Context: an optimization exercise on an open-source flow, tuned for small area and a short achievable clock period. The choices shown serve that exercise and are no tape-out recipe. Only the layout flow was run in this run; the RTL was not checked for function there. Power and IR drop assume default switching activity.

File: config.mk
export PLATFORM = sky130hd
export DESIGN_NAME = cordic_top
export DESIGN_NICKNAME = cordic_top
export VERILOG_FILES = /design/flow/design.v
export SDC_FILE = /design/flow/constraint.sdc
export NUM_CORES = 4
export LEC_CHECK = 0
export ABC_AREA = 1
export CAP_MARGIN = 20
export CORE_MARGIN = 2
export CORE_UTILIZATION = 45
export CTS_BUF_LIST = sky130_fd_sc_hd__clkbuf_8
export SETUP_SLACK_MARGIN = 1.3
export SLEW_MARGIN = 20
File: constraint.sdc
create_clock -name core_clock -period 3.3 [get_ports {clk}]
set_input_delay 0.6600 -clock core_clock [delete_from_list [all_inputs] [get_ports {clk}]]
set_output_delay 0.6600 -clock core_clock [all_outputs]
set_load 0.01 [all_outputs]
File: design.v
module CORDIC_pipelined (
    input clk,
    input logic signed[15:0] angle,
    output logic signed[15:0] sin, cos
);
logic [15:0] t_in;
logic [15:0] a_q;
assign t_in = a_q - 16'd1;
logic [14:0] u0_q;
logic d0_q;
logic [14:0] u1;
logic [14:0] u1_q;
logic [1:0] i1_q;    
logic [15:0] v0;
assign v0 = {1'b0, u0_q} - 16'd12867;
logic [14:0] f1;
assign f1 = v0[14:0] ^ {15{v0[15]}};
assign u1 = f1;
logic [6:0] lpos;
logic [5:0] q0;
logic [5:0] tg;
cordic_htab htab_i (.d(u1_q[14:7]), .q({lpos, q0, tg}));
logic [5:0] q0_q;
logic [5:0] tg_q;
logic c_q;
logic [6:0] lo_q, lp_q;
assign c_q = lo_q >= lp_q;
logic [1:0] iq_q;
logic [5:0] late;
assign late = {(q0_q[5] ^ (c_q & tg_q[5])), (q0_q[4] ^ (c_q & tg_q[4])), (q0_q[3] ^ (c_q & tg_q[3])), (q0_q[2] ^ (c_q & tg_q[2])), (q0_q[1] ^ (c_q & tg_q[1])), (q0_q[0] ^ (c_q & tg_q[0]))};
logic [7:0] x0_q, x1_q, x2_q;    
logic [31:0] rom_d;
logic [45:0] rc_q;
logic rn114, rn132, rn215, rn46, rn80, rn689, rn40, rn69, rn107, rn369, rn131, rn99, rn335, rn124, rn310, rn79, rn101, rn563, rn460, rn233, rn243, rn143, rn139, rn662, rn60, rn93, rn425, rn316, rn411, rn247, rn135, rn349, rn113, rn70, rn557, rn223, rn184, rn116, rn121, rn371, rn610, rn691, rn533, rn571, rn333, rn239, rn127, rn442, rn100, rn632, rn109, rn483, rn188, rn140, rn674, rn163, rn268, rn648, rn53, rn311, rn631, rn548, rn81, rn253, rn363, rn174, rn108, rn152, rn660, rn358, rn370, rn266, rn205, rn255, rn157, rn343, rn302, rn348, rn690, rn513, rn565, rn544, rn605, rn204, rn94, rn303, rn556, rn550, rn270, rn95, rn77, rn141, rn647, rn122, rn71, rn627, rn57, rn731, rn717, rn144, rn329, rn350, rn461, rn577, rn171, rn125, rn115, rn133, rn756, rn694, rn532, rn644, rn443, rn484, rn102, rn419, rn365, rn320, rn242, rn592, rn209, rn50, rn269, rn189, rn657, rn164, rn732, rn645, rn378, rn42, rn590, rn364, rn211, rn176, rn201, rn664, rn683, rn667, rn638, rn142, rn359, rn372, rn549, rn611, rn195, rn41, rn267, rn220, rn90, rn158, rn376, rn110, rn742, rn663, rn578, rn653, rn429, rn642, rn606, rn297, rn334, rn312, rn558, rn344, rn76, rn252, rn256, rn258, rn172, rn224, rn566, rn82, rn96, rn206, rn59, rn97, rn476, rn453, rn713, rn668, rn382, rn628, rn295, rn185, rn51, rn117, rn462, rn739, rn725, rn718, rn695, rn145, rn554, rn134, rn698, rn304, rn534, rn704, rn677, rn543, rn420, rn342, rn244, rn271, rn103, rn432, rn339, rn692, rn444, rn637, rn366, rn280, rn196, rn321, rn298, rn43, rn518, rn737, rn675, rn624, rn633, rn336, rn525, rn591, rn531, rn529, rn221, rn210, rn508, rn136, rn44, rn279, rn202, rn478, rn551, rn276, rn379, rn665, rn623, rn360, rn612, rn240, rn584, rn263, rn190, rn523, rn91, rn111, rn743, rn377, rn330, rn351, rn257, rn579, rn541, rn559, rn118, rn98, rn314, rn289, rn709, rn669, rn658, rn394, rn383, rn313, rn323, rn83, rn317, rn179, rn305, rn254, rn173, rn231, rn52, rn225, rn226, rn178, rn61, rn467, rn56, rn740, rn696, rn684, rn387, rn402, rn288, rn146, rn78, rn733, rn463, rn652, rn699, rn572, rn361, rn545, rn707, rn153, rn345, rn274, rn272, rn693, rn245, rn433, rn639, rn367, rn299, rn197, rn283, rn515, rn524, rn352, rn540, rn535, rn530, rn212, rn509, rn104, rn738, rn676, rn659, rn281, rn728, rn373, rn607, rn593, rn198, rn222, rn137, rn479, rn384, rn666, rn630, rn400, rn318, rn45, rn625, rn241, rn264, rn552, rn92, rn492, rn744, rn380, rn191, rn654, rn331, rn560, rn472, rn749, rn705, rn25, rn315, rn629, rn585, rn564, rn730, rn322, rn259, rn249, rn526, rn180, rn119, rn489, rn72, rn741, rn710, rn685, rn649, rn324, rn84, rn207, rn227, rn175, rn468, rn456, rn58, rn54, rn186, rn714, rn697, rn403, rn636, rn147, rn734, rn614, rn165, rn678, rn583, rn469, rn154, rn388, rn306, rn362, rn546, rn708, rn573, rn458, rn640, rn555, rn519, rn232, rn290, rn300, rn246, rn284, rn332, rn598, rn661, rn353, rn516, rn374, rn542, rn536, rn213, rn510, rn138, rn480, rn719, rn385, rn670, rn392, rn47, rn681, rn587, rn199, rn105, rn454, rn390, rn671, rn646, rn265, rn567, rn427, rn192, rn346, rn260, rn561, rn490, rn473, rn706, rn414, rn319, rn325, rn126, rn85, rn580, rn527, rn228, rn120, rn445, rn62, rn55, rn745, rn726, rn296, rn250, rn73, rn604, rn177, rn208, rn410, rn187, rn615, rn166, rn679, rn650, rn39, rn586, rn753, rn470, rn711, rn368, rn155, rn389, rn620, rn574, rn48, rn459, rn398, rn520, rn234, rn408, rn375, rn307, rn291, rn285, rn337, rn354, rn273, rn621, rn599, rn547, rn159, rn720, rn406, rn248, rn634, rn537, rn481, rn455, rn386, rn396, rn200, rn106, rn148, rn588, rn347, rn514, rn501, rn715, rn415, rn128, rn568, rn229, rn485, rn446, rn63, rn434, rn428, rn301, rn282, rn123, rn86, rn754, rn735, rn261, rn562, rn491, rn326, rn167, rn686, rn608, rn181, rn214, rn412, rn193, rn700, rn528, rn727, rn24, rn395, rn680, rn651, rn616, rn712, rn500, rn596, rn471, rn391, rn156, rn477, rn450, rn464, rn399, rn641, rn575, rn49, rn409, rn381, rn292, rn672, rn521, rn401, rn393, rn338, rn355, rn203, rn112, rn622, rn251, rn286, rn635, rn275, rn435, rn407, rn397, rn626, rn553, rn160, rn421, rn517, rn505, rn235, rn457, rn424, rn497, rn486, rn439, rn64, rn589, rn600, rn581, rn569, rn493, rn416, rn327, rn129, rn168, rn609, rn182, rn701, rn538, rn506, rn447, rn430, rn423, rn755, rn746, rn413, rn417, rn216, rn729, rn617, rn723, rn502, rn404, rn597, rn474, rn74, rn23, rn308, rn482, rn451, rn465, rn262, rn87, rn356, rn422, rn293, rn287, rn426, rn22, rn340, rn277, rn643, rn161, rn511, rn26, rn236, rn673, rn576, rn436, rn19, rn21, rn716, rn721, rn65, rn594, rn570, rn522, rn494, rn418, rn130, rn438, rn498, rn487, rn440, rn747, rn38, rn169, rn613, rn183, rn217, rn682, rn10, rn507, rn736, rn405, rn655, rn448, rn618, rn503, rn601, rn309, rn466, rn341, rn75, rn431, rn722, rn278, rn294, rn582, rn724, rn539, rn18, rn237, rn149, rn17, rn441, rn66, rn595, rn495, rn162, rn37, rn512, rn499, rn488, rn750, rn748, rn35, rn602, rn230, rn194, rn687, rn656, rn619, rn20, rn449, rn328, rn67, rn357, rn475, rn437, rn150, rn88, rn170, rn504, rn496, rn28, rn751, rn603, rn12, rn238, rn218, rn702, rn688, rn33, rn452, rn68, rn13, rn36, rn16, rn27, rn151, rn89, rn752, rn219, rn14, rn11, rn703, rn15, rn30, rn31, rn32, rn29, rn34;
assign rn114 = ~x2_q[4];
assign rn132 = ~x2_q[2];
assign rn80 = ~x2_q[3];
assign rn689 = ~x2_q[0];
assign rn69 = ~(x2_q[2] | x2_q[1]);
assign rn131 = ~(x2_q[1] & x2_q[0]);
assign rn99 = ~(x2_q[1] | x2_q[0]);
assign rn124 = ~(x2_q[2] & x2_q[1]);
assign rn310 = ~(x2_q[0] | x2_q[3]);
assign rn101 = x2_q[3] | ~x2_q[2];
assign rn460 = x2_q[2] | ~x2_q[1];
assign rn143 = x2_q[2] & ~x2_q[1];
assign rn139 = x2_q[0] & ~x2_q[2];
assign rn662 = x2_q[1] | ~x2_q[0];
assign rn60 = x2_q[0] & ~x2_q[1];
assign rn93 = x2_q[1] & ~x2_q[0];
assign rn425 = x2_q[0] | ~x2_q[2];
assign rn135 = x2_q[2] | x2_q[1];
assign rn349 = x2_q[2] & x2_q[3];
assign rn113 = x2_q[2] & x2_q[0];
assign rn70 = x2_q[0] | x2_q[3];
assign rn223 = x2_q[1] & x2_q[0];
assign rn116 = x2_q[0] & x2_q[3];
assign rn333 = x2_q[1] ? x2_q[2] : x2_q[0];
assign rn109 = x2_q[2] & ~rn131;
assign rn483 = rn689 & ~rn124;
assign rn674 = rn80 & ~rn69;
assign rn648 = rn132 & ~rn99;
assign rn266 = x2_q[3] & ~rn460;
assign rn157 = rn662 & ~rn93;
assign rn343 = x2_q[2] & ~rn662;
assign rn513 = rn132 & ~rn60;
assign rn303 = rn60 | rn93;
assign rn141 = rn132 & ~rn223;
assign rn647 = rn425 | x2_q[1];
assign rn171 = rn116 | rn114;
assign rn644 = x2_q[3] ? rn132 : rn135;
assign rn172 = rn513 | rn343;
assign rn82 = rn648 | ~rn647;
assign rn543 = rn644 & ~rn266;
assign rn215 = ~rc_q[6];
assign rn46 = ~rc_q[5];
assign rn40 = ~rc_q[7];
assign rn107 = ~(rc_q[4] | rc_q[3]);
assign rn369 = ~(rc_q[2] | rc_q[3]);
assign rn335 = ~(rc_q[4] & rc_q[5]);
assign rn79 = ~(rc_q[2] | rc_q[0]);
assign rn563 = rc_q[1] & ~rc_q[3];
assign rn233 = rc_q[4] & ~rc_q[5];
assign rn243 = rc_q[3] & ~rc_q[1];
assign rn316 = rc_q[4] | ~rc_q[3];
assign rn411 = rc_q[0] & ~rc_q[5];
assign rn247 = rc_q[4] | rc_q[5];
assign rn557 = ~rc_q[10];
assign rn184 = ~rn79;
assign rn121 = rc_q[1] | rc_q[3];
assign rn371 = ~rn563;
assign rn610 = ~rn243;
assign rn691 = ~rc_q[39];
assign rn533 = ~rn233;
assign rn571 = ~rc_q[27];
assign rn239 = ~rc_q[11];
assign rn127 = ~rn247;
assign rn442 = ~(rn369 & rc_q[17]);
assign rn100 = ~(rc_q[10] & rc_q[4]);
assign rn632 = ~(rn107 & rc_q[16]);
assign rn188 = ~(rc_q[23] & rc_q[22]);
assign rn140 = ~(rc_q[39] & rc_q[22]);
assign rn163 = rc_q[3] & ~rc_q[10];
assign rn268 = ~(rc_q[16] & rc_q[22]);
assign rn53 = rc_q[9] & ~rc_q[38];
assign rn311 = rc_q[4] & ~rc_q[38];
assign rn631 = rc_q[15] | rc_q[9];
assign rn548 = ~(rc_q[21] | rn247);
assign rn81 = rn79 | rc_q[22];
assign rn253 = ~rn442;
assign rn363 = rn369 | rc_q[4];
assign rn174 = rn369 | rc_q[9];
assign rn108 = rn107 | rc_q[5];
assign rn152 = ~(rc_q[39] | rn121);
assign rn660 = rc_q[15] | rn46;
assign rn358 = rc_q[9] & ~rn563;
assign rn370 = rn369 | ~rn233;
assign rn205 = rc_q[27] | ~rc_q[16];
assign rn255 = rc_q[3] & ~rc_q[29];
assign rn302 = rc_q[23] & ~rc_q[39];
assign rn348 = rc_q[38] & ~rc_q[27];
assign rn690 = rc_q[21] & ~rc_q[38];
assign rn565 = rc_q[9] & ~rn243;
assign rn544 = rc_q[34] | rc_q[9];
assign rn605 = rc_q[39] | rc_q[22];
assign rn204 = rc_q[3] & ~rc_q[31];
assign rn94 = rc_q[28] | rc_q[3];
assign rn556 = rc_q[19] & ~rc_q[38];
assign rn550 = rc_q[31] | ~rc_q[1];
assign rn270 = rn243 | rc_q[9];
assign rn95 = rc_q[34] | rc_q[12];
assign rn77 = ~rc_q[32];
assign rn122 = rn121 & ~rc_q[5];
assign rn71 = rc_q[15] & ~rc_q[45];
assign rn627 = rc_q[11] & ~rc_q[10];
assign rn57 = rc_q[22] & ~rc_q[19];
assign rn731 = rc_q[40] | ~rn233;
assign rn717 = rc_q[2] & ~rc_q[13];
assign rn144 = rc_q[27] & ~rc_q[40];
assign rn329 = rc_q[11] | rc_q[4];
assign rn350 = rn243 | rc_q[11];
assign rn461 = rn316 | rc_q[13];
assign rn577 = rn247 | rc_q[22];
assign rn125 = rc_q[45] | rc_q[36];
assign rn115 = rc_q[31] | rc_q[9];
assign rn133 = rc_q[12] ? rc_q[0] : rc_q[17];
assign rn756 = rc_q[36] ? rc_q[0] : rc_q[38];
assign rn694 = rc_q[40] & rc_q[36];
assign rn532 = rc_q[33] & ~rc_q[22];
assign rn443 = rc_q[9] & ~rn442;
assign rn484 = ~(rc_q[37] | rn316);
assign rn102 = rc_q[21] & ~rn100;
assign rn419 = rn127 & ~rn442;
assign rn365 = ~(rn268 & rc_q[9]);
assign rn320 = ~(rn205 & rn691);
assign rn242 = rc_q[19] & ~rn188;
assign rn592 = rn127 & ~rn140;
assign rn209 = rc_q[32] & ~rc_q[33];
assign rn50 = rn239 & ~rn163;
assign rn269 = rc_q[0] & ~rn268;
assign rn189 = rn188 | ~rc_q[36];
assign rn657 = rn571 & ~rn188;
assign rn164 = rn163 & ~rc_q[18];
assign rn732 = rn127 & ~rc_q[18];
assign rn645 = rc_q[21] & ~rn631;
assign rn378 = rn371 & ~rn631;
assign rn42 = rc_q[18] | rc_q[3];
assign rn590 = rn81 & ~rn533;
assign rn364 = rn363 & ~rc_q[5];
assign rn211 = ~(rn95 & rc_q[3]);
assign rn176 = rc_q[17] & ~rn81;
assign rn201 = rc_q[18] | rc_q[4];
assign rn664 = ~(rc_q[30] & rn204);
assign rn683 = rn121 & ~rn174;
assign rn667 = rn268 | rc_q[13];
assign rn638 = ~(rn363 | rn627);
assign rn142 = ~(rn140 & rc_q[14]);
assign rn359 = rn358 & ~rc_q[12];
assign rn372 = rn371 & ~rn370;
assign rn549 = rn548 | rc_q[6];
assign rn611 = rn610 & ~rn370;
assign rn195 = rc_q[12] & ~rc_q[30];
assign rn41 = rn205 & ~rc_q[45];
assign rn267 = rc_q[25] & ~rc_q[0];
assign rn220 = rn163 & ~rn205;
assign rn90 = rc_q[3] & ~rn205;
assign rn158 = rc_q[22] & ~rc_q[30];
assign rn376 = rn46 & ~rc_q[25];
assign rn110 = rn108 | rc_q[18];
assign rn742 = rn302 & ~rc_q[3];
assign rn663 = rn46 & ~rc_q[30];
assign rn578 = ~(rn550 | rn577);
assign rn653 = ~(rn577 | rc_q[18]);
assign rn429 = ~(rn577 | rc_q[16]);
assign rn642 = ~(rn329 & rc_q[5]);
assign rn606 = rn544 | ~rn605;
assign rn297 = rc_q[9] & ~rn204;
assign rn334 = rn94 & ~rc_q[33];
assign rn312 = rc_q[41] | rc_q[37];
assign rn558 = rn557 & ~rn556;
assign rn344 = rc_q[41] | rc_q[9];
assign rn76 = rc_q[2] & ~rc_q[44];
assign rn252 = rc_q[25] | rc_q[4];
assign rn256 = rn255 | rc_q[9];
assign rn258 = rn690 | rn205;
assign rn224 = rn205 | rc_q[13];
assign rn566 = rn565 | rc_q[5];
assign rn96 = rn95 & ~rn94;
assign rn206 = rn204 & ~rn205;
assign rn59 = rn690 | rc_q[37];
assign rn97 = rc_q[4] & ~rn627;
assign rn476 = rc_q[16] & ~rn94;
assign rn453 = rn348 | rc_q[4];
assign rn713 = rn557 & ~rn605;
assign rn668 = rc_q[25] | rc_q[9];
assign rn382 = rc_q[3] & ~rc_q[14];
assign rn628 = rc_q[9] & ~rn627;
assign rn295 = rc_q[22] & ~rc_q[14];
assign rn185 = rn184 & ~rn94;
assign rn51 = rc_q[18] | rc_q[14];
assign rn117 = rn71 | rc_q[40];
assign rn462 = rc_q[16] & ~rn461;
assign rn739 = rn605 | rc_q[28];
assign rn725 = rc_q[44] | rc_q[3];
assign rn718 = rn717 | rn363;
assign rn695 = rn694 | ~rn53;
assign rn145 = rn144 | rc_q[9];
assign rn554 = rn255 | rn329;
assign rn134 = rn133 | rc_q[22];
assign rn698 = rn411 & rn329;
assign rn304 = rc_q[22] ? rc_q[44] : rn302;
assign rn534 = rn532 | rn533;
assign rn704 = rc_q[22] ? rc_q[14] : rc_q[30];
assign rn677 = rc_q[3] ? rn95 : rn550;
assign rn420 = ~(rn419 & rc_q[7]);
assign rn342 = ~(rn50 & rn188);
assign rn244 = ~(rn242 | rn243);
assign rn271 = ~(rn270 | rn269);
assign rn103 = rc_q[5] & ~rn102;
assign rn432 = rn102 & ~rn46;
assign rn339 = rn215 & ~rn419;
assign rn692 = ~(rn320 & rc_q[4]);
assign rn444 = rn443 | rc_q[5];
assign rn637 = ~(rn42 & rc_q[4]);
assign rn366 = rn365 | rn40;
assign rn280 = rc_q[3] & ~rn320;
assign rn196 = ~(rn195 | rc_q[34]);
assign rn321 = rn107 & ~rn320;
assign rn298 = ~(rn195 | rn188);
assign rn43 = ~(rn41 | rn42);
assign rn518 = rc_q[4] & ~rn657;
assign rn737 = rc_q[4] & ~rn50;
assign rn675 = rn610 & ~rn209;
assign rn624 = rc_q[5] & ~rn645;
assign rn633 = rn632 & ~rn378;
assign rn336 = ~(rn334 | rn335);
assign rn525 = rn242 | rc_q[4];
assign rn591 = rn590 & ~rn209;
assign rn531 = ~(rc_q[24] & rc_q[22]);
assign rn529 = rc_q[19] & ~rn211;
assign rn221 = ~(rn220 | rn96);
assign rn210 = rn209 | rc_q[9];
assign rn508 = rn50 & ~rn201;
assign rn136 = rc_q[19] & ~rn42;
assign rn44 = rn201 & ~rn107;
assign rn279 = ~(rn269 | rn256);
assign rn202 = rn201 & ~rn108;
assign rn478 = rn42 | rc_q[10];
assign rn551 = rn364 & rn550;
assign rn276 = rc_q[6] & ~rn653;
assign rn379 = rn378 | rc_q[7];
assign rn665 = rn664 & rn358;
assign rn623 = rn359 | rn215;
assign rn360 = rn359 | rn46;
assign rn612 = rn611 | rc_q[7];
assign rn240 = rn195 | rc_q[34];
assign rn584 = rn41 | rc_q[9];
assign rn263 = rn220 | rc_q[4];
assign rn190 = rn90 | rc_q[9];
assign rn523 = rn220 | rc_q[9];
assign rn91 = rn90 | rc_q[4];
assign rn111 = rn110 | rn102;
assign rn743 = rn742 | rn694;
assign rn377 = rn365 | rn376;
assign rn330 = rn329 & ~rn297;
assign rn351 = rn350 & ~rn312;
assign rn257 = rn184 & ~rn256;
assign rn579 = rn578 | rn215;
assign rn541 = rc_q[45] & ~rn224;
assign rn559 = rn211 & ~rn558;
assign rn118 = rc_q[24] & ~rc_q[22];
assign rn98 = rn96 | ~rn97;
assign rn314 = rc_q[43] & ~rc_q[22];
assign rn289 = rn258 & ~rc_q[9];
assign rn709 = rn97 & ~rn302;
assign rn669 = rn667 & ~rn668;
assign rn658 = rn657 | ~rn97;
assign rn394 = rc_q[5] & ~rn628;
assign rn383 = rn127 & ~rn382;
assign rn313 = rn311 & ~rn312;
assign rn323 = rn125 & ~rn256;
assign rn83 = rc_q[24] & ~rn81;
assign rn317 = rn312 | rn316;
assign rn179 = rn312 | rc_q[4];
assign rn305 = rn76 | rn195;
assign rn254 = rn252 | rn253;
assign rn173 = rc_q[8] | rc_q[43];
assign rn231 = rn312 | rn77;
assign rn52 = rn50 | ~rn51;
assign rn225 = rn224 & rn107;
assign rn226 = rn51 & ~rn316;
assign rn178 = rc_q[43] | rc_q[3];
assign rn61 = rn59 | rc_q[34];
assign rn467 = rn97 & rn121;
assign rn56 = rn713 | rc_q[9];
assign rn740 = rn739 & ~rn657;
assign rn696 = rn258 & ~rn695;
assign rn684 = rc_q[3] & ~rn51;
assign rn387 = rn382 | rc_q[5];
assign rn402 = rn46 & ~rn51;
assign rn288 = rn71 | rn252;
assign rn146 = rn142 & ~rn145;
assign rn78 = rn76 | rn77;
assign rn733 = rn732 & ~rn725;
assign rn463 = rn462 | rc_q[5];
assign rn652 = rn533 | rn51;
assign rn699 = rn698 | rn429;
assign rn572 = rn571 & ~rn304;
assign rn361 = rc_q[4] & ~rc_q[26];
assign rn545 = rc_q[26] & ~rn544;
assign rn707 = rc_q[3] ? rc_q[35] : rc_q[43];
assign rn153 = ~(rn280 | rn255);
assign rn345 = rn342 & ~rn344;
assign rn274 = rn233 & ~rn244;
assign rn272 = rn271 & ~rn267;
assign rn693 = rn59 & ~rn692;
assign rn245 = rn244 & ~rc_q[13];
assign rn433 = rn432 | rc_q[6];
assign rn639 = rn637 & ~rn638;
assign rn367 = rn364 & ~rn366;
assign rn299 = rn125 & ~rn298;
assign rn197 = rc_q[3] & ~rn196;
assign rn283 = rn196 | rc_q[3];
assign rn515 = ~(rn263 | rc_q[37]);
assign rn524 = ~(rn523 | rn298);
assign rn352 = ~(rn351 | rn348);
assign rn540 = rn525 & ~rn358;
assign rn535 = rn531 & ~rn534;
assign rn530 = rn127 & ~rn529;
assign rn212 = rn211 & ~rn210;
assign rn509 = rn508 & ~rn444;
assign rn104 = ~(rn103 & rn98);
assign rn738 = rn737 | rc_q[5];
assign rn676 = rn675 | rc_q[4];
assign rn659 = ~(rn658 & rn252);
assign rn281 = rn279 & ~rn280;
assign rn728 = rn518 & ~rn529;
assign rn373 = rn633 | rn46;
assign rn607 = rn478 & ~rn606;
assign rn593 = rn592 | rn591;
assign rn198 = ~(rn231 & rc_q[4]);
assign rn222 = rn221 | rc_q[9];
assign rn137 = rn136 | rc_q[4];
assign rn479 = rn267 | rn44;
assign rn384 = rc_q[25] & ~rn379;
assign rn666 = rc_q[5] & ~rn665;
assign rn630 = ~(rn247 & rn387);
assign rn400 = rn624 & rc_q[20];
assign rn318 = ~(rn317 & rn46);
assign rn45 = rn43 | rn44;
assign rn625 = rn624 & ~rn623;
assign rn241 = rn239 & ~rn240;
assign rn264 = rn189 & ~rn263;
assign rn552 = rn551 | rn549;
assign rn92 = rn91 | ~rn59;
assign rn492 = rn111 & ~rn370;
assign rn744 = rn743 & ~rn335;
assign rn380 = rn377 & ~rn379;
assign rn191 = rn189 & ~rn190;
assign rn654 = ~(rn276 & rn652);
assign rn331 = rc_q[5] & ~rn330;
assign rn560 = rc_q[4] & ~rn559;
assign rn472 = rn233 & ~rn118;
assign rn749 = rn518 & ~rn314;
assign rn705 = rn289 & ~rn704;
assign rn25 = rn383 & ~rc_q[6];
assign rn315 = rn313 & ~rn314;
assign rn629 = rc_q[6] & ~rn394;
assign rn585 = rn584 | rn558;
assign rn564 = rn190 | rn563;
assign rn730 = rn240 | rc_q[3];
assign rn322 = rn317 & ~rn321;
assign rn259 = rn257 & rn258;
assign rn249 = rn46 & ~rn173;
assign rn526 = rn52 & ~rn525;
assign rn180 = rn178 & ~rn179;
assign rn119 = rn117 | rn118;
assign rn489 = rn61 & ~rn91;
assign rn72 = rn118 | rc_q[9];
assign rn741 = rc_q[9] & ~rn740;
assign rn710 = rn709 | rn46;
assign rn685 = rn683 & ~rn684;
assign rn649 = rn118 | rn363;
assign rn324 = rn323 | rn46;
assign rn84 = rn78 & ~rn83;
assign rn207 = rn461 & rn179;
assign rn227 = rn225 | rn226;
assign rn175 = rn173 & rn174;
assign rn468 = rn467 | rn46;
assign rn456 = rn226 | rn46;
assign rn58 = rn56 | rn57;
assign rn54 = rn52 & rn53;
assign rn186 = rn226 | rn201;
assign rn714 = rn56 | rc_q[22];
assign rn697 = rn696 | rn46;
assign rn403 = rn402 | rc_q[6];
assign rn636 = rn253 | rn387;
assign rn147 = rn146 | rn46;
assign rn734 = rn733 | rc_q[6];
assign rn614 = rc_q[4] ? rn304 : rn351;
assign rn165 = rn361 | ~rn637;
assign rn678 = rn544 & ~rn361;
assign rn583 = ~(rn153 & rn42);
assign rn469 = rc_q[22] ? rn550 : rn305;
assign rn154 = ~(rn153 | rc_q[31]);
assign rn388 = rn387 ? rn127 : rc_q[4];
assign rn306 = rn305 ^ rc_q[22];
assign rn362 = rn360 | rn361;
assign rn546 = rn545 | rn46;
assign rn708 = rn707 | rc_q[4];
assign rn573 = rn153 & ~rn572;
assign rn458 = rn153 & ~rn756;
assign rn640 = rc_q[5] & ~rn639;
assign rn555 = rn299 & ~rn554;
assign rn519 = rn518 & ~rn197;
assign rn232 = rn231 & ~rn197;
assign rn290 = rn289 & ~rn197;
assign rn300 = rn299 & rn297;
assign rn246 = ~(rn245 | rn241);
assign rn284 = rn283 & ~rn270;
assign rn332 = ~(rn331 & rn283);
assign rn598 = rn233 & ~rn352;
assign rn661 = rn659 & ~rn660;
assign rn353 = rn352 & ~rn107;
assign rn516 = rn515 | rn46;
assign rn374 = rn373 & ~rn372;
assign rn542 = rn541 | rn540;
assign rn536 = rn535 | rn215;
assign rn213 = rn212 | rn46;
assign rn510 = rn509 | rc_q[6];
assign rn138 = rn134 & ~rn137;
assign rn480 = rn478 & ~rn479;
assign rn719 = rn664 & ~rn198;
assign rn385 = rn384 & ~rn247;
assign rn670 = rn666 & ~rn669;
assign rn392 = rc_q[3] & ~rn373;
assign rn47 = rn46 & ~rn45;
assign rn681 = rn90 & rn676;
assign rn587 = rn241 & ~rn525;
assign rn199 = rn197 | rn198;
assign rn105 = rn92 & ~rn104;
assign rn454 = ~(rn58 | rn41);
assign rn390 = rn630 | rn394;
assign rn671 = rn666 | rn329;
assign rn646 = rn400 | rc_q[6];
assign rn265 = rn264 | rn46;
assign rn567 = rn564 & ~rn566;
assign rn427 = rn730 & ~rn731;
assign rn192 = rn191 | rn46;
assign rn346 = rn322 & ~rn345;
assign rn260 = rn254 & ~rn259;
assign rn561 = rn560 | rn46;
assign rn490 = rn98 & ~rn489;
assign rn473 = rn472 | rc_q[6];
assign rn706 = rn705 | rc_q[5];
assign rn414 = rn46 & ~rn685;
assign rn319 = rn318 | rn315;
assign rn325 = rn322 & ~rn324;
assign rn126 = rn125 & ~rn119;
assign rn85 = rc_q[4] & ~rn84;
assign rn580 = rn579 | rn249;
assign rn527 = rn526 | rn46;
assign rn228 = rn222 & ~rn227;
assign rn120 = rn119 | rn115;
assign rn445 = rn72 | rn57;
assign rn62 = rn61 & ~rn58;
assign rn55 = rc_q[5] & ~rn54;
assign rn745 = rn744 | rn741;
assign rn726 = rn725 & ~rn186;
assign rn296 = rn72 | rn295;
assign rn250 = rn249 | rc_q[6];
assign rn73 = rn71 | rn72;
assign rn604 = ~(rn583 & rc_q[9]);
assign rn177 = rn176 | rn175;
assign rn208 = rn206 | rn207;
assign rn410 = rn697 | rn693;
assign rn187 = rn185 | rn186;
assign rn615 = rn46 & ~rn614;
assign rn166 = rn165 & ~rn164;
assign rn679 = rn677 & ~rn678;
assign rn650 = rn165 & ~rc_q[11];
assign rn39 = rn629 ^ rc_q[7];
assign rn586 = rn583 & ~rn585;
assign rn753 = rc_q[9] & ~rn469;
assign rn470 = rn469 & ~rn257;
assign rn711 = rn708 & ~rn710;
assign rn368 = rn362 & ~rn367;
assign rn155 = rn154 | rc_q[9];
assign rn389 = rn388 | rc_q[6];
assign rn620 = rn362 | rn215;
assign rn574 = rn127 & ~rn573;
assign rn48 = rn233 & ~rn458;
assign rn459 = rn458 | rc_q[9];
assign rn398 = rn636 & ~rn640;
assign rn520 = rn364 & ~rn519;
assign rn234 = rn233 & ~rn232;
assign rn408 = ~(rn670 | rn663);
assign rn375 = ~(rn374 & rc_q[7]);
assign rn307 = rc_q[4] ? rn304 : rn306;
assign rn291 = rn288 & ~rn290;
assign rn285 = rn202 & ~rn284;
assign rn337 = rn332 & ~rn336;
assign rn354 = rn46 & ~rn353;
assign rn273 = ~(rn272 | rn265);
assign rn621 = rn374 & ~rn549;
assign rn599 = rn598 | rn40;
assign rn547 = rn542 & ~rn546;
assign rn159 = rn138 & ~rn158;
assign rn720 = rn718 & ~rn719;
assign rn406 = rn661 | rn630;
assign rn248 = rn246 | rn247;
assign rn634 = rn215 & ~rn392;
assign rn537 = rn536 | rn530;
assign rn481 = rn480 | rn46;
assign rn455 = rn453 & ~rn454;
assign rn386 = rn385 | rn215;
assign rn396 = rn642 | rn392;
assign rn200 = rn199 | ~rn140;
assign rn106 = rc_q[6] & ~rn105;
assign rn148 = rn147 | rn138;
assign rn588 = rn587 | rn46;
assign rn347 = rc_q[5] & ~rn346;
assign rn514 = rn199 | rc_q[42];
assign rn501 = rn105 | rc_q[6];
assign rn715 = rn706 & ~rn714;
assign rn415 = rn414 & ~rn384;
assign rn128 = rn127 & ~rn126;
assign rn568 = rn567 | rn215;
assign rn229 = rc_q[5] & ~rn228;
assign rn485 = rn120 & ~rn484;
assign rn446 = rn445 & ~rn444;
assign rn63 = rn62 | ~rn55;
assign rn434 = rn738 & ~rn745;
assign rn428 = rn427 | rn215;
assign rn301 = rn296 & ~rn300;
assign rn282 = rn281 | rn265;
assign rn123 = rn120 | ~rn122;
assign rn86 = rn55 & ~rn85;
assign rn754 = rn445 & ~rc_q[5];
assign rn735 = rn734 | rn427;
assign rn261 = rn260 | rn46;
assign rn562 = rn561 | rn555;
assign rn491 = rn490 | rn46;
assign rn326 = rn325 | rn215;
assign rn167 = ~(rn166 | rn108);
assign rn686 = rn414 | rc_q[6];
assign rn608 = rn604 & ~rn607;
assign rn181 = rn177 & ~rn180;
assign rn214 = rn208 & ~rn213;
assign rn412 = rn410 & ~rn411;
assign rn193 = rn187 & ~rn192;
assign rn700 = rn410 & ~rn699;
assign rn528 = rn527 | rn524;
assign rn727 = rn726 | rn46;
assign rn24 = rn215 ? rn383 : rn385;
assign rn395 = ~(rn389 | rn394);
assign rn680 = rn676 & ~rn679;
assign rn651 = rn649 & ~rn650;
assign rn616 = rn615 | rn40;
assign rn712 = rn706 & ~rn711;
assign rn500 = rn444 | rn166;
assign rn596 = rn207 | rn753;
assign rn471 = rn470 | rn468;
assign rn391 = rn390 & ~rn389;
assign rn156 = rn155 | rn152;
assign rn477 = rn155 | rn476;
assign rn450 = rn48 | ~rn276;
assign rn464 = rn459 & ~rn463;
assign rn399 = rn215 & ~rn398;
assign rn641 = rn247 & ~rn398;
assign rn575 = rn574 | rc_q[6];
assign rn49 = rn47 | rn48;
assign rn409 = rn215 & ~rn408;
assign rn381 = rn375 & ~rn380;
assign rn292 = rc_q[5] & ~rn291;
assign rn672 = rn671 & ~rn408;
assign rn521 = rn520 | rc_q[6];
assign rn401 = ~(rn386 | rn400);
assign rn393 = ~(rn386 | rn392);
assign rn338 = rn307 | rc_q[5];
assign rn355 = rc_q[6] & ~rn354;
assign rn203 = ~(rn202 & rn200);
assign rn112 = ~(rn111 & rn106);
assign rn622 = rn620 & ~rn621;
assign rn251 = rn248 & ~rn250;
assign rn286 = rn285 | rn215;
assign rn635 = rn390 & ~rn634;
assign rn275 = rn274 | rn273;
assign rn435 = ~(rn433 | rn434);
assign rn407 = rn406 & ~rn386;
assign rn397 = rn396 & ~rn386;
assign rn626 = rn625 | rn621;
assign rn553 = rn552 | rn547;
assign rn160 = rn159 | rn46;
assign rn421 = rn720 | rn46;
assign rn517 = rn514 & ~rn516;
assign rn505 = ~(rn181 | rn108);
assign rn235 = ~(rn234 | rn214);
assign rn457 = rn456 | rn455;
assign rn424 = ~(rn749 | rn727);
assign rn497 = rn122 & ~rn485;
assign rn486 = rn376 & ~rn485;
assign rn439 = rn339 & ~rn434;
assign rn64 = rn63 & ~rc_q[6];
assign rn589 = rn588 | rn586;
assign rn600 = rn599 | rn347;
assign rn581 = rn261 & ~rn580;
assign rn569 = rn562 & ~rn568;
assign rn493 = rn491 & ~rn492;
assign rn416 = rn415 | rn215;
assign rn327 = rn319 & ~rn326;
assign rn129 = rn128 | rc_q[6];
assign rn168 = rn106 & ~rn167;
assign rn609 = rc_q[5] & ~rn608;
assign rn182 = rn46 & ~rn181;
assign rn701 = rc_q[6] & ~rn700;
assign rn538 = rn528 & ~rn537;
assign rn506 = rn229 | rn215;
assign rn447 = rn446 | rc_q[6];
assign rn430 = rn428 | rn429;
assign rn423 = ~(rn715 | rn712);
assign rn755 = rn754 | rn215;
assign rn746 = rn434 | rn215;
assign rn413 = rn412 | rc_q[6];
assign rn417 = rc_q[5] & ~rn680;
assign rn216 = rn214 | rn215;
assign rn729 = rn728 | rn727;
assign rn617 = rn337 & ~rn616;
assign rn723 = rn339 & ~rn712;
assign rn502 = rn500 & ~rn501;
assign rn404 = rn651 | rn46;
assign rn597 = rn46 & ~rn596;
assign rn474 = rn471 & ~rn473;
assign rn74 = rn467 | ~rn596;
assign rn23 = rn391 | ~rn386;
assign rn308 = rc_q[5] ? rn301 : rn307;
assign rn482 = rn477 & ~rn481;
assign rn451 = rn63 & ~rn450;
assign rn465 = rn464 | rn215;
assign rn262 = ~(rn261 & rn251);
assign rn87 = rn86 | rn49;
assign rn356 = rn355 & ~rn347;
assign rn422 = ~(rn420 & rn421);
assign rn293 = rn251 & ~rn292;
assign rn287 = rn282 & ~rn286;
assign rn426 = ~(rn424 & rc_q[23]);
assign rn22 = rn395 | rn393;
assign rn340 = rn338 & rn339;
assign rn277 = rn276 & ~rn275;
assign rn643 = rc_q[6] ? rn641 : rn396;
assign rn161 = rn156 & ~rn160;
assign rn511 = rn235 & ~rn510;
assign rn26 = rn215 ? rn368 : rn381;
assign rn236 = rn235 & ~rn215;
assign rn673 = rn215 ? rn406 : rn672;
assign rn576 = rn575 | rn275;
assign rn436 = rn435 | rc_q[7];
assign rn19 = rn409 | rn407;
assign rn21 = rn399 | rn397;
assign rn716 = ~(rn423 & rn339);
assign rn721 = rn421 | rn215;
assign rn65 = rn64 & ~rn49;
assign rn594 = rn589 & ~rn593;
assign rn570 = rn553 & ~rn569;
assign rn522 = rn521 | rn517;
assign rn494 = rn215 & ~rn493;
assign rn418 = ~(rn416 | rn417);
assign rn130 = rn129 | ~rn123;
assign rn438 = rn428 | rn424;
assign rn498 = rn497 | rn215;
assign rn487 = rn486 | rn215;
assign rn440 = rn439 | rn40;
assign rn747 = rn746 & ~rc_q[7];
assign rn38 = rn635 ^ rc_q[7];
assign rn169 = rn168 | rn40;
assign rn613 = rn612 | rn609;
assign rn183 = rn182 | rc_q[6];
assign rn217 = rn203 & ~rn216;
assign rn682 = rn417 & ~rn681;
assign rn10 = rc_q[7] ? rn622 : rn626;
assign rn507 = rn506 | rn505;
assign rn736 = rn729 & ~rn735;
assign rn405 = rn404 & ~rn403;
assign rn655 = rn404 & ~rn654;
assign rn448 = rn74 & ~rn46;
assign rn618 = rn617 | rn215;
assign rn503 = rn502 | rn40;
assign rn601 = rn600 | rn597;
assign rn309 = rn308 | rc_q[6];
assign rn466 = rn457 & ~rn465;
assign rn341 = ~(rn340 & rn337);
assign rn75 = rc_q[5] ? rn74 : rn73;
assign rn431 = rn426 & ~rn430;
assign rn722 = ~(rn721 & rn716);
assign rn278 = rn262 & ~rn277;
assign rn294 = rn293 | rn287;
assign rn582 = rn576 & ~rn581;
assign rn724 = rn721 & ~rn723;
assign rn539 = rn522 & ~rn538;
assign rn18 = rn413 & ~rn418;
assign rn237 = rn236 | rn40;
assign rn149 = rn148 & ~rn130;
assign rn17 = rn386 ? rn422 : rn423;
assign rn441 = rn438 & ~rn440;
assign rn66 = rn65 | rn40;
assign rn595 = rn594 | rc_q[7];
assign rn495 = rn494 | rc_q[7];
assign rn162 = rn161 | rn130;
assign rn37 = rn643 ^ rn40;
assign rn512 = rn507 & ~rn511;
assign rn499 = rn498 | rn161;
assign rn488 = rn487 | rn482;
assign rn750 = rn736 & ~rn424;
assign rn748 = rn747 & ~rn736;
assign rn35 = rn673 ^ rn40;
assign rn602 = ~(rn601 & rn215);
assign rn230 = rn229 | rn183;
assign rn194 = rn193 | rn183;
assign rn687 = rn686 | rn682;
assign rn656 = rn646 & ~rn655;
assign rn619 = rn613 & ~rn618;
assign rn20 = rn405 | rn401;
assign rn449 = rn447 | rn448;
assign rn328 = rn309 & ~rn327;
assign rn67 = rn755 | rn448;
assign rn357 = rn341 & ~rn356;
assign rn475 = rn474 | rn466;
assign rn437 = rn436 | rn431;
assign rn150 = rn112 & ~rn149;
assign rn88 = rc_q[6] ? rn75 : rn87;
assign rn170 = rn162 & ~rn169;
assign rn504 = rn499 & ~rn503;
assign rn496 = rn488 & ~rn495;
assign rn28 = rc_q[7] ? rn278 : rn294;
assign rn751 = rn746 & ~rn750;
assign rn603 = rn595 & ~rn602;
assign rn12 = rn40 ? rn570 : rn582;
assign rn238 = rn230 & ~rn237;
assign rn218 = rn194 & ~rn217;
assign rn702 = rn687 & ~rn701;
assign rn688 = rn417 & ~rn687;
assign rn33 = rc_q[7] ? rn722 : rn724;
assign rn452 = rn449 & ~rn451;
assign rn68 = rn67 & ~rn66;
assign rn13 = rc_q[7] ? rn512 : rn539;
assign rn36 = rn656 ^ rc_q[7];
assign rn16 = rn437 & ~rn441;
assign rn27 = rn40 ? rn328 : rn357;
assign rn151 = rn40 & ~rn150;
assign rn89 = rn40 & ~rn88;
assign rn752 = rc_q[7] & ~rn751;
assign rn219 = rn40 & ~rn218;
assign rn14 = rn504 | rn496;
assign rn11 = rn619 | rn603;
assign rn703 = rn702 ^ rn40;
assign rn15 = rc_q[7] ? rn452 : rn475;
assign rn30 = rn170 | rn151;
assign rn31 = rn89 | rn68;
assign rn32 = rn752 | rn748;
assign rn29 = rn238 | rn219;
assign rn34 = rn703 | rn688;
assign rom_d = {rn40, rn40, rn39, rn38, rn37, rn36, rn35, rn34, rn33, rn32, rn31, rn30, rn29, rn28, rn27, rn26, rn25, rn24, rn23, rn22, rn21, rn20, rn19, rn18, rn17, rn16, rn15, rn14, rn13, rn12, rn11, rn10};
always_ff @(posedge clk) begin
    a_q <= angle;
    u0_q <= t_in[14:0] ^ {15{t_in[15]}};
    d0_q <= ~t_in[15];
    u1_q <= u1;
    i1_q <= {d0_q, v0[15]};
    q0_q <= q0;
    tg_q <= tg;
    lo_q <= u1_q[6:0];
    lp_q <= lpos;
    iq_q <= i1_q;
    x0_q <= {iq_q, late};
    x1_q <= x0_q;
    x2_q <= x1_q;
    rc_q[0] <= x2_q[0];
    rc_q[1] <= x2_q[1];
    rc_q[2] <= x2_q[2];
    rc_q[3] <= x2_q[3];
    rc_q[4] <= x2_q[4];
    rc_q[5] <= x2_q[5];
    rc_q[6] <= x2_q[6];
    rc_q[7] <= x2_q[7];
    rc_q[8] <= rn171;
    rc_q[9] <= rn114;
    rc_q[10] <= rn99;
    rc_q[11] <= rn349;
    rc_q[12] <= rn132;
    rc_q[13] <= rn223;
    rc_q[14] <= rn141;
    rc_q[15] <= rn69;
    rc_q[16] <= rn460;
    rc_q[17] <= rn131;
    rc_q[18] <= rn109;
    rc_q[19] <= rn135;
    rc_q[20] <= rn644;
    rc_q[21] <= rn101;
    rc_q[22] <= rn80;
    rc_q[23] <= rn425;
    rc_q[24] <= rn82;
    rc_q[25] <= rn266;
    rc_q[26] <= rn543;
    rc_q[27] <= rn143;
    rc_q[28] <= rn93;
    rc_q[29] <= rn662;
    rc_q[30] <= rn157;
    rc_q[31] <= rn113;
    rc_q[32] <= rn674;
    rc_q[33] <= rn333;
    rc_q[34] <= rn60;
    rc_q[35] <= rn689;
    rc_q[36] <= rn124;
    rc_q[37] <= rn483;
    rc_q[38] <= rn310;
    rc_q[39] <= rn139;
    rc_q[40] <= rn116;
    rc_q[41] <= rn343;
    rc_q[42] <= rn513;
    rc_q[43] <= rn172;
    rc_q[44] <= rn303;
    rc_q[45] <= rn70;
    {sin, cos} <= rom_d;
end
endmodule
module cordic_htab(d, q);
  input [7:0] d;
  wire [7:0] d;
  output [18:0] q;
  wire [18:0] q;
  wire _0_;
  wire _10_;
  wire _11_;
  wire _12_;
  wire _13_;
  wire _14_;
  wire _15_;
  wire _16_;
  wire _17_;
  wire _18_;
  wire _19_;
  wire _1_;
  wire _20_;
  wire _21_;
  wire _22_;
  wire _23_;
  wire _24_;
  wire _25_;
  wire _26_;
  wire _27_;
  wire _28_;
  wire _29_;
  wire _2_;
  wire _30_;
  wire _31_;
  wire _32_;
  wire _33_;
  wire _34_;
  wire _35_;
  wire _36_;
  wire _37_;
  wire _38_;
  wire _39_;
  wire _3_;
  wire _40_;
  wire _41_;
  wire _42_;
  wire _43_;
  wire _44_;
  wire _45_;
  wire _46_;
  wire _47_;
  wire _48_;
  wire _49_;
  wire _4_;
  wire _50_;
  wire _51_;
  wire _52_;
  wire _53_;
  wire _54_;
  wire _55_;
  wire _56_;
  wire _57_;
  wire _58_;
  wire _59_;
  wire _5_;
  wire _60_;
  wire _61_;
  wire _62_;
  wire _63_;
  wire _64_;
  wire _65_;
  wire _66_;
  wire _67_;
  wire _68_;
  wire _69_;
  wire _6_;
  wire _70_;
  wire _71_;
  wire _72_;
  wire _73_;
  wire _74_;
  wire _75_;
  wire _7_;
  wire _8_;
  wire _9_;
  assign _24_ = ~(d[0] | d[5]);
  assign _23_ = _24_ | d[6];
  assign _22_ = _25_ & ~(_23_);
  assign _21_ = _27_ & ~(_22_);
  assign _20_ = ~(_21_ | _40_);
  assign q[17] = _20_ & ~(_29_);
  assign _19_ = _42_ | _26_;
  assign _18_ = _19_ & _32_;
  assign q[0] = _18_ | _38_;
  assign _17_ = ~d[1];
  assign _16_ = _21_ ^ _17_;
  assign q[1] = q[0] & ~(_16_);
  assign _15_ = _37_ | _43_;
  assign _14_ = _15_ | ~(q[1]);
  assign q[4] = ~(_14_ | _47_);
  assign q[5] = q[4] & ~(_26_);
  assign _13_ = q[0] & ~(_21_);
  assign q[18] = _13_ & ~(q[5]);
  assign _12_ = _30_ | ~(_25_);
  assign q[16] = q[18] & ~(_12_);
  assign _11_ = _41_ | _48_;
  assign _10_ = _17_ & ~(_11_);
  assign _9_ = q[0] & ~(_10_);
  assign _8_ = ~_47_;
  assign _7_ = _21_ & ~(_8_);
  assign _6_ = _7_ | _40_;
  assign _5_ = _6_ | ~(_9_);
  assign _4_ = _5_ & ~(_29_);
  assign q[15] = _4_ | q[4];
  assign _3_ = _40_ | ~(d[4]);
  assign _2_ = d[6] & ~(_19_);
  assign _1_ = _2_ | d[7];
  assign _0_ = d[6] & d[1];
  assign _75_ = _45_ & ~(_0_);
  assign _74_ = _75_ | _1_;
  assign _73_ = _74_ | ~(_14_);
  assign _72_ = _8_ & ~(_73_);
  assign _71_ = ~(d[5] | d[7]);
  assign _70_ = ~_71_;
  assign _69_ = _72_ ? _26_ : _70_;
  assign _68_ = _69_ | d[6];
  assign _67_ = _68_ & ~(_37_);
  assign _66_ = ~d[3];
  assign _65_ = _40_ ^ _66_;
  assign _64_ = _65_ ^ _67_;
  assign q[13] = _9_ & ~(_64_);
  assign _63_ = _17_ & ~(q[13]);
  assign _62_ = d[3] & ~(_63_);
  assign _61_ = _62_ | _3_;
  assign _60_ = d[3] & ~(_40_);
  assign _59_ = d[4] ? _40_ : _60_;
  assign _58_ = _59_ & q[13];
  assign _57_ = _58_ | _29_;
  assign q[14] = _61_ & ~(_57_);
  assign _56_ = _42_ | d[5];
  assign _55_ = _56_ & ~(_15_);
  assign q[12] = q[1] & ~(_55_);
  assign q[11] = _25_ & ~(_39_);
  assign q[10] = ~_69_;
  assign _54_ = _73_ | _66_;
  assign _53_ = d[4] | d[7];
  assign _52_ = _54_ & ~(_53_);
  assign q[9] = _52_ | _72_;
  assign _51_ = ~(d[3] | d[7]);
  assign q[8] = _73_ ? _51_ : d[3];
  assign _50_ = _15_ & ~(q[11]);
  assign _49_ = ~(_50_ | _74_);
  assign q[7] = q[1] ? _15_ : _49_;
  assign q[6] = _16_ & ~(_1_);
  assign q[3] = d[3] & ~(_14_);
  assign q[2] = ~_14_;
  assign _48_ = ~(d[0] ^ d[5]);
  assign _47_ = ~(d[3] & d[4]);
  assign _46_ = d[2] & ~(_47_);
  assign _45_ = ~d[2];
  assign _44_ = _47_ | _45_;
  assign _43_ = ~(d[2] | d[1]);
  assign _42_ = _43_ | _47_;
  assign _41_ = d[5] ? _44_ : _42_;
  assign _40_ = _48_ ? _46_ : _41_;
  assign _39_ = d[6] | d[7];
  assign _38_ = ~(_39_ | _40_);
  assign _37_ = d[2] & d[1];
  assign _36_ = d[4] | ~(d[5]);
  assign _35_ = _36_ | d[3];
  assign _34_ = _35_ | _37_;
  assign _33_ = d[0] | ~(d[6]);
  assign _32_ = ~(_33_ | d[7]);
  assign _31_ = ~(_32_ & _42_);
  assign _30_ = _34_ & ~(_31_);
  assign _29_ = ~(_30_ | _38_);
  assign _28_ = _44_ & ~(d[6]);
  assign _27_ = _28_ | d[0];
  assign _26_ = ~d[5];
  assign _25_ = _44_ | _26_;
endmodule
module cordic_top (
    input  logic clk,
    input  logic signed[15:0] angle,
    output logic signed[15:0] sin, cos
);
    CORDIC_pipelined dut_basic(
        .clk(clk),
        .angle(angle),
        .sin(sin),
        .cos(cos)
    );
endmodule
File: flow/run.sh
#!/bin/bash
# The standard layout (standard.sh: the standard flow's synthesis and ORFS flow, unchanged), except:
# - the port buffers ORFS puts on every input and output are plain buffers
#   (sky130_fd_sc_hd__buf_2) instead of the delay buffer buffer_ports picks by default;
# - clock tree synthesis gets ORFS's usual arguments plus -dont_use_dummy_load, so it
#   adds no load-only inverters to the clock tree.
set -euo pipefail
export BUFFER_PORTS_ARGS="-buffer_cell sky130_fd_sc_hd__buf_2"
export CTS_ARGS="-sink_clustering_enable -repair_clock_nets -buf_list sky130_fd_sc_hd__clkbuf_8 -dont_use_dummy_load"
bash standard.sh > standard.log 2>&1
File: standard.sh
#!/bin/bash
# synth_recipe.tcl (not shown) runs the flow's synth.tcl, then flattens the netlist and writes it again
# the make line also repeats each setting of config.mk as NAME=value (left out here)
make -C /OpenROAD-flow-scripts/flow DESIGN_CONFIG=/design/flow/config.mk WORK_HOME=/design/flow/orfs CLKGATE_MAP_FILE= SYNTH_SCRIPT=/design/flow/synth_recipe.tcl "${@:-finish}"
==> flow_summary_export.csv <==
group,metric,value,unit
die,die_area,18840,um^2
layout,layout-drive-gt1-share,19.53,%
status,status,"no timing/DRC/antenna violations",
critical_path,crit_required,3.61,ns
layout,area_growth,16.49,%
critical_path,critical_path_class,"flip-flop to flip-flop",
timing,min_period,2.022,ns
global_routing,gr-total-overflow,0,
pwr,p_seq_share,34.6,%
routing,avgRoutedWirePerCell,21.46,um
pwr,pwr-share-comb,54.5,%
clock_network,cts-root-buf,"clkbuf_8",
timing,rsz0062_at_grt,"true",
clock_network,cts_buffer_depth,2,
pwr,power.internal,0.005233,W
synthesis,syn_avg_cell_area,7.757,um^2
critical_path,cpMostUsedCell,"nand2_1",
layout,fillers,1653,
pwr,p_sw_share,49.61,%
global_routing,grt_pass1_wl,41.95,mm
routing,drc,0,
hold_path,worst_hold_path_type,"primary input to flip-flop",
clock_network,cts.sink_count,178,
routing,wl,28.35,mm
pwr,clockPowerShare,10.9,%
synthesis,synth-edff-count,0,
clock_network,h-tree-depth,4,
pwr,power.density,1116,nW/um^2
layout,num_antenna_cells,0,
timing,relSlewSlack,55.39,%
die,die_h,137.3,um
layout,final_util,53.63,%
synthesis,synth_cells,1030,
run,drv_cap,0,
routing,antenna_left,0,
synthesis,synth_area_leaders,"dfxtp_1 (45%), nand2_1 (8.0%), inv_1 (6.6%), o21ai_0 (5.5%), nor2_1 (5.3%)",
layout,seqCellArea,3586,um^2
synthesis,ys_seq_area_share,44.60,%
critical_path,crit_arrival,2.33,ns
timing,post-route-period-util,61.28,%
synthesis,async_flop_share,0,%
routing,firstDrtPassIters,6,
layout,final_common_cell,"dfxtp_1",
placement,io_buffers,48,
synthesis,synthFlopType,"dfxtp_1",
timing,setup_viol,0,
global_routing,antenna_found_initial,0,
pwr,p_leak,4.234,nW
critical_path,cp-end-kind,"flip-flop",
routing,first_iter_violations,722,
synthesis,yosysWarnings,1,
die,ios,49,
clock_network,cts_tree,"done",
layout,nets,1134,
die,fp.dieW,137.3,um
critical_path,cp_top_family,"compound AO/OA/AOI/OAI gates",
synthesis,synth_cell_types,49,
timing,setup_tns,0,ns
routing,num_vias,7616,
timing,tightest_slew,0.6667,ns
global_routing,grt_max_degree,49,
placement,dpl.hpwl,20.91,mm
clock_network,clkLatencyLatePin,0.47,ns
timing,drv_slew,0,
die,rows,48,
critical_path,cpMaxStageDelayCell,"dfxtp_1",
placement,gp_congestion,1.110,
synthesis,synth_top_cell_area_share,44.60,%
die,coreArea,17360,um^2
clock_network,holdBufCountCts,0,
clock_network,path_clk_slew,0.11,ns
pwr,power.switching,0.005152,W
critical_path,cp-start-kind,"flip-flop",
critical_path,path_cells,"inv_1 -> o21ai_4 -> o2111ai_2 -> nand3_1 -> o311ai_0 -> nand2_1 -> nand2_1 -> nand2_1 -> o211ai_1",
clock_network,cts_made_buffers,17,
layout,multi_input_area,4136,um^2
critical_path,path_buf_inv,1,
timing,fmax,494.5,MHz
die,start_util,46.04,%
critical_path,crit_fanout,4,
routing,via_per_inst,5.765,
global_routing,grt_use_total,30.71,%
pwr,ir_worst_vdd,0.5095,mV
synthesis,synth-seq-cells,178,
synthesis,synthesis.area,7990,um^2
timing,hold_viol,0,
layout,layout_common_cells,"dfxtp_1 (162), nand2_1 (149), inv_1 (133)",
global_routing,grt_pass1_vias,7275,
synthesis,synth_top_area_cell,"dfxtp_1",
critical_path,cpPeakStageDelay,0.48,ns
timing,clock_skew,0.04013,ns
synthesis,synth.net_count,1066,
power groups by stage:
| stage | Sequential [W] | Clock (W) | Combinational [W] |
|---|---|---|---|
| floorplan | 0.00339 | 0 | 0.00306 |
| global placement | 0.00356 | 0 | 0.00496 |
| detailed placement | 0.00355 | 0 | 0.00482 |
| CTS | 0.00351 | 0.00116 | 0.00502 |
| global route | 0.00365 | 0.00123 | 0.00610 |
| finish | 0.00359 | 0.00113 | 0.00566 |
cell usage after synthesis, types with 5 or more instances:
| master | instances |
|---|---|
| xor2_2 | 6 |
| a31oi_1 | 15 |
| nor2_1 | 113 |
| clkbuf_1 | 25 |
| dfxtp_1 | 178 |
| a21oi_1 | 46 |
| o2111ai_1 | 5 |
| nand3_1 | 59 |
| o21ai_0 | 88 |
| nor3_1 | 14 |
| inv_1 | 140 |
| xor2_1 | 30 |
| o211ai_1 | 11 |
| ha_1 | 19 |
| xnor2_1 | 23 |
| o22ai_1 | 10 |
| nand2_1 | 170 |
| nand4_1 | 5 |
| o31ai_1 | 6 |
per-layer routing:
metal / share of wire [%] / GRT usage, % / vias up / wire, um
met5: 0 / 0 / - / 0
li1: - / - / 3502 / -
met1: 35 / 32.74 / 3506 / 9791
met4: 8.3 / 20.73 / 0 / 2356
met2: 49 / 53.68 / 449 / 13830
met3: 8.4 / 7.358 / 159 / 2372
sequential cells by signal, summed over array words and instances, names as in the netlist:
name            cells
dut_basic.x1_q      8
dut_basic.sin      15
dut_basic.i1_q      2
dut_basic.cos      16
dut_basic.lp_q      7
dut_basic.rc_q     46
dut_basic.tg_q      6
dut_basic.d0_q      1
dut_basic.iq_q      2
dut_basic.a_q      16
dut_basic.x2_q      8
dut_basic.x0_q      8
dut_basic.u1_q     15
dut_basic.q0_q      6
dut_basic.u0_q     15
dut_basic.lo_q      7
worst register-to-register path, stage by stage (launching register included):
cell and delay [ns]:
dfxtp_1 0.48, inv_1 0.17, o21ai_4 0.30, o2111ai_2 0.26
nand3_1 0.20, o311ai_0 0.17, nand2_1 0.13, nand2_1 0.06
nand2_1 0.06, o211ai_1 0.08
per-stage QoR:
step                      setup slack, ns  total power [W]  std cells  hold WS, ns  area, um^2
after CTS                           1.271         0.009691       1317       0.2623        8964
after floorplan                     1.303         0.006442       1030       0.3096        8000
after detailed placement           0.9404         0.008374       1291       0.3121        8531
final                               1.278          0.01038       1321       0.2842        9308
after global placement             0.9411         0.008523       1291       0.3095        8531
after global routing                1.163          0.01099       1321       0.2510        9308
what timing repair did:
| action | in CTS | in global routing |
|---|---|---|
| pin swaps | 10 | 24 |
| cloned | 0 | 1 |
| gates resized for setup | 42 | 96 |
| setup buffers | 9 | 3 |
| setup endpoints to repair | 60 | 58 |
kinds of logic (layout without fill, tap and decap cells):
logic type	Yosys count	count (layout)	share of synthesized area [%]
AO/OA/AOI/OAI	215	215	16.13
XOR/XNOR	60	60	7.375
adder cells (fa/ha/maj)	19	19	2.975
buffers and inverters	178	243	8.675
flip-flops	178	178	44.60
AND/OR/NAND/NOR	380	381	20.25
layout make-up:
cell class              count  share of cell area, %
multi-input cells         675                  44.44
inverters                 145                  5.901
clock buffers              17                  2.514
repair buffers             81                  5.592
well taps                 225                  3.025
flip-flops and latches    178                  38.53
final timing paths:
check,from,endpoint,slack (ns),cells after the start
setup / recovery,dut_basic.rc_q[21],dut_basic.sin[8],1.28,9
hold reg to reg,dut_basic.x0_q[1],dut_basic.x1_q[1],0.31,0
hold / removal,angle[2],dut_basic.a_q[2],0.28,1
setup reg to reg,dut_basic.rc_q[21],dut_basic.sin[8],1.28,9

## re-timing with driven ports
Ports are ideal in the flow. The routed layout listed here was re-timed in OpenROAD.
Step 1, drivers: a clkbuf_16 drives clk and a buf_2 each remaining input, both assumed.
Step 2 times the ports against the registers' clock, not the clock port: input delays grow and output delays shrink by t, the midpoint of the rising clock arrivals with the driver on.
Slacks: ideal ports / drivers / drivers and shift; pairs: ideal ports / drivers.
shift t [ns]: 0.484
setup WS [ns]: 1.278 / 1.278 / 1.278
latest minus earliest clock arrival (ns): 0.041 / 0.041
After both steps this run still meets setup and hold. The setup slack of this run moves by 0.000 ns with the drivers and by 0.000 ns with both steps.
